This is an optimization exercise on Yosys and OpenROAD, whose aim is small area, a short achievable clock period and few clock cycles, not a production implementation. Function was checked by simulation only, so behaviour that the tests miss may differ from the original.

==> flow/run.sh <==
#!/bin/bash
# synth_recipe.tcl (not shown) runs the flow's synth.tcl, then flattens the netlist and writes it again
# the make line also repeats each setting of config.mk as NAME=value (left out here)
make -C /OpenROAD-flow-scripts/flow DESIGN_CONFIG=/design/flow/config.mk WORK_HOME=/design/flow/orfs CLKGATE_MAP_FILE= SYNTH_SCRIPT=/design/flow/synth_recipe.tcl finish
==> flow/config.mk <==
export PLATFORM = sky130hd
export DESIGN_NAME = produto_escalar
export DESIGN_NICKNAME = produto_escalar
export VERILOG_FILES = /design/flow/design.v
export SDC_FILE = /design/flow/constraint.sdc
export NUM_CORES = 4
export LEC_CHECK = 0
export CAP_MARGIN = 20
export CORE_MARGIN = 2
export CORE_UTILIZATION = 40
export SLEW_MARGIN = 20
==> flow/constraint.sdc <==
create_clock -name core_clock -period 11.5 [get_ports {clk_i}]
set_input_delay 2.3000 -clock core_clock [delete_from_list [all_inputs] [get_ports {clk_i}]]
set_output_delay 2.3000 -clock core_clock [all_outputs]
set_load 0.01 [all_outputs]
==> flow/design.v <==
module produto_escalar (
    input  logic         clk_i,
    input  logic         rst_i,      
    input  logic         iniciar,      
    input  logic [31:0]  a0, a1, a2, a3, a4, a5, a6, a7,
    input  logic [31:0]  b0, b1, b2, b3, b4, b5, b6, b7,
    output logic [63:0]  resultado,
    output logic         concluido
);
    typedef enum logic [1:0] {
        ESTADO_PARADO     = 2'b00,
        ESTADO_CALCULANDO = 2'b01,
        ESTADO_CONCLUIDO  = 2'b10
    } estado_t;
    estado_t estado, estado_proximo;
    logic [2:0] contador, contador_proximo; 
    logic signed [63:0] acumulador, acumulador_proximo;
    logic [63:0] resultado_proximo;
    logic signed [31:0] a_signed [0:7];
    logic signed [31:0] b_signed [0:7];
    logic iniciar_prev;
    always_ff @(posedge clk_i) begin
        if (rst_i) iniciar_prev <= 1'b0;
        else iniciar_prev <= iniciar;
    end
    wire iniciar_pulse = iniciar && !iniciar_prev;
    always_comb begin
        a_signed[0] = a0; a_signed[1] = a1; a_signed[2] = a2; a_signed[3] = a3;
        a_signed[4] = a4; a_signed[5] = a5; a_signed[6] = a6; a_signed[7] = a7;
        b_signed[0] = b0; b_signed[1] = b1; b_signed[2] = b2; b_signed[3] = b3;
        b_signed[4] = b4; b_signed[5] = b5; b_signed[6] = b6; b_signed[7] = b7;
    end
    always_comb begin
        estado_proximo      = estado;
        contador_proximo    = contador;
        acumulador_proximo  = acumulador;
        resultado_proximo   = resultado;  
        case (estado)
            ESTADO_PARADO: begin
                if (iniciar_pulse) begin
                    estado_proximo     = ESTADO_CALCULANDO;
                    contador_proximo   = 3'd0;
                    acumulador_proximo = 64'sd0;
                end
            end
            ESTADO_CALCULANDO: begin
                acumulador_proximo = acumulador + (a_signed[contador] * b_signed[contador]);
                contador_proximo   = contador + 3'd1;
                if (contador == 3'd7) begin
                    estado_proximo    = ESTADO_CONCLUIDO;
                    resultado_proximo = acumulador_proximo; 
                end
            end
            ESTADO_CONCLUIDO: begin
                if (iniciar_pulse) begin
                    estado_proximo     = ESTADO_CALCULANDO;
                    contador_proximo   = 3'd0;
                    acumulador_proximo = 64'sd0;
                end
            end
            default: begin
                estado_proximo = ESTADO_PARADO;
            end
        endcase
    end
    always_ff @(posedge clk_i) begin
        if (rst_i) begin
            estado      <= ESTADO_PARADO;
            contador    <= 3'd0;
            acumulador  <= 64'sd0;
            resultado   <= 64'sd0;
            concluido   <= 1'b0;
        end else begin
            estado      <= estado_proximo;
            contador    <= contador_proximo;
            acumulador  <= acumulador_proximo;
            resultado   <= resultado_proximo;
            concluido   <= (estado_proximo == ESTADO_CONCLUIDO);
        end
    end
endmodule
==> impl_metrics.toml <==
[cells_and_area]
drive_gt1_share_pct = 9.12
fin_nets = 8045
syn2layout_area_growth_pct = 22.2
final_util_pct = 49.2

[cts]
clockBufferDepth = 2
clock_sinks = 135
cts_buffers = 17
h-tree-depth = 4
worstSkewPairLatency_ps = 430
clk_pin_slew_ps = 70
clockRootBuffer = "clkbuf_16"
tritoncts = "done"
cts_hold_buf = 0

[synth]
synthCells = 5415
synth_most_common_cell = "inv_1"
synth_commonest_cells = "inv_1, fa_1, nand2_1, nor2_1, clkbuf_1"
synth_nets = 7364
netlist.area_leader.share_pct = 51.0
avgSynthCellArea_sq_um = 8.77
synth_area_leaders = "fa_1, inv_1, nand2_1"
yosysTopAreaCell = "fa_1"
yosys_warnings = 3
ys_types = 65
synth-edff-count = 0
synth_area_sq_um = 47500
ys_ff_latch = 135
ys_seq_area_share_pct = 5.69
async_reset_ff_share_pct = 0
ys.flop_type = "dfxtp_1"

[drt]
drc_errors = 0
drt-initial-drc-count = 3644
dr.pass1.iters = 6
wl_microns = 187000
avgViaCountPerCell = 5.29
ant_nets = 0
wire_per_inst_microns = 24.4
num_vias = 40571

[grt]
grt-ovfl-total = 0
grt.met2_usage_pct = 51.5
antenna_found_initial = 23
grt_max_degree = 100
use_met1_pct = 39.3
grt_use_total_pct = 31.2
grt_pass1_vias = 42731
grt_pass1_wl_microns = 281000
grtUsageMet3_pct = 6.32
grt-busiest-layer = "met2"

[floorplan]
dieArea_sq_um = 122000
die-width_microns = 349
rows = 126
pin_count = 580
die_h_microns = 349
start_util_pct = 40.3
core_area_sq_um = 118000

[setup_path]
arrival_ps = 11610
slowest_stage = "clkdlybuf4s50_1"
worst-setup-path-type = "input port to register"
crit_path_start_kind = "input port"
max_stage_delay_ps = 680
cpMostUsedCell = "fa_1"
end_kind = "register"
path_max_fanout = 9
worstPathRequired_ps = 11860

[timing]
final_hold_viol_count = 0
slew-limit-headroom_pct = 26.3
drv_slew = 0
fin_crit_sh_pct = 97.8
setup_viol = 0
rsz0062_at_grt = "no"
worstMarginPinSlew_ps = 1110
max_freq_ghz = 0.0889
fin_skew_ps = 9.99
fin_crit_ps = 11240
final.setup.tns_ps = 0

[placed_design]
dp.final_hpwl_microns = 161000
numPortBuffers = 579
gp_congestion = 0.955

[run]
cap_violations = 0

[hold_path]
hold_path_class = "register to register"

[outcome]
status = "no timing/DRC/antenna violations"
-- routing by layer --
metal | vias up | part of all wire [%]
met3 | 334 | 8.1
met1 | 20881 | 39
met4 | 12 | 5.4
li1 | 17496 | -
met5 | - | 0.045
met2 | 1848 | 48
-- what timing repair did --
item                                    in CTS  in global routing
endpoints found under the setup margin       0                  4
resized for setup                            0                  1
buffers inserted                             0                  0
-- per-stage QoR --
step / cell area [sq um] / hold slack, ps / instances / setup slack (ps)
finish: 58100 / 455 / 7664 / 256
global route: 58000 / 484 / 7654 / 12.0
CTS: 58000 / 459 / 7645 / 602
detailed placement: 57400 / 449 / 7613 / 190
global placement: 57400 / 444 / 7613 / 256
floorplan: 47500 / 440 / 5415 / 786
-- state kept, by name, indices dropped and copies added, names as in the netlist --
name / cells
contador: 3
resultado: 64
estado: 2
iniciar_prev: 1
concluido: 1
acumulador: 64
-- layout make-up --
cell class | instances | area (sq um)
sequential | 135 | 2710
fill | 11265 | 59900
clock inverter | 14 | 179
multi-input combinational | 3664 | 39000
inverter | 1331 | 5000
clock buffer | 18 | 439
tap | 1536 | 1920
timing repair buffer | 947 | 8770
antenna | 19 | 47.5
-- cells by family after synthesis --
logic type      share of synthesized area, %
fa+ha+maj                               56.9
simple gates                            13.0
flops                                   5.69
mux                                     2.30
xor+xnor                                1.46
buf+inv                                 12.8
compound gates                          7.88
-- path summary, 6_finish.rpt --
check / startpoint / end / depth (start not counted) / slack [ps]
worst max-delay path: a7[31] / resultado[60] / 34 / 260
worst min register to register: resultado[49] / resultado[49] / 2 / 460
worst min-delay path: resultado[49] / resultado[49] / 2 / 460
worst max register to register: contador[0] / acumulador[61] / 32 / 850
-- worst max-delay path, delay by kind of cell --
family,cells,cell delay [ps]
xor gates and xnor gates,1,180
buffers and inverters,11,1840
AOI/OAI and AO/OA,9,2300
and+or+nand+nor,4,650
adders and majority gates,9,4310
-- placed cells by master (no fill, tap or decap), drive strengths merged, types with 21 or more instances in the layout --
| cell type | count |
|---|---|
| o21a | 48 |
| nor2 | 504 |
| mux2 | 96 |
| nand4 | 62 |
| a21oi | 127 |
| a22oi | 64 |
| nand2 | 819 |
| dfxtp | 135 |
| and2 | 40 |
| xnor2 | 50 |
| xor2 | 29 |
| a21o | 27 |
| buf | 369 |
| nand2b | 23 |
| clkdlybuf4s50 | 578 |
| fa | 1210 |
| a222oi | 64 |
| ha | 224 |
| a22o | 21 |
| inv | 1339 |
| o21ai | 96 |
| nor2b | 24 |
Testbench counts, summed over its fixed seeds: cycles 24,000.

-- port drivers added, routing unchanged --
The flow's constraints put no driver on any port. The routed layout listed below was extracted and timed again, unchanged, in two steps.
Step 1, drivers: a clkbuf_16 drives clk_i and a buf_2 each remaining input, both assumed.
Step 2, shift: input delay + t, output delay - t, t = (earliest + latest rising clock arrival at the registers) / 2. This alone moves slack from input paths to output paths.
a / b / c = ideal / step 1 / step 2; a / b = the first two.
shift t [ns]: 0.467
setup slack, ns: 0.256 / 0.271 / -0.196
hold WS [ns]: 0.455 / 0.455 / 0.455
pins driven straight from the clock port: 1
With both steps, setup timing fails in this run, where it was met with ideal ports. The setup slack of this run moves by +0.015 ns with the drivers and by -0.452 ns with both steps.
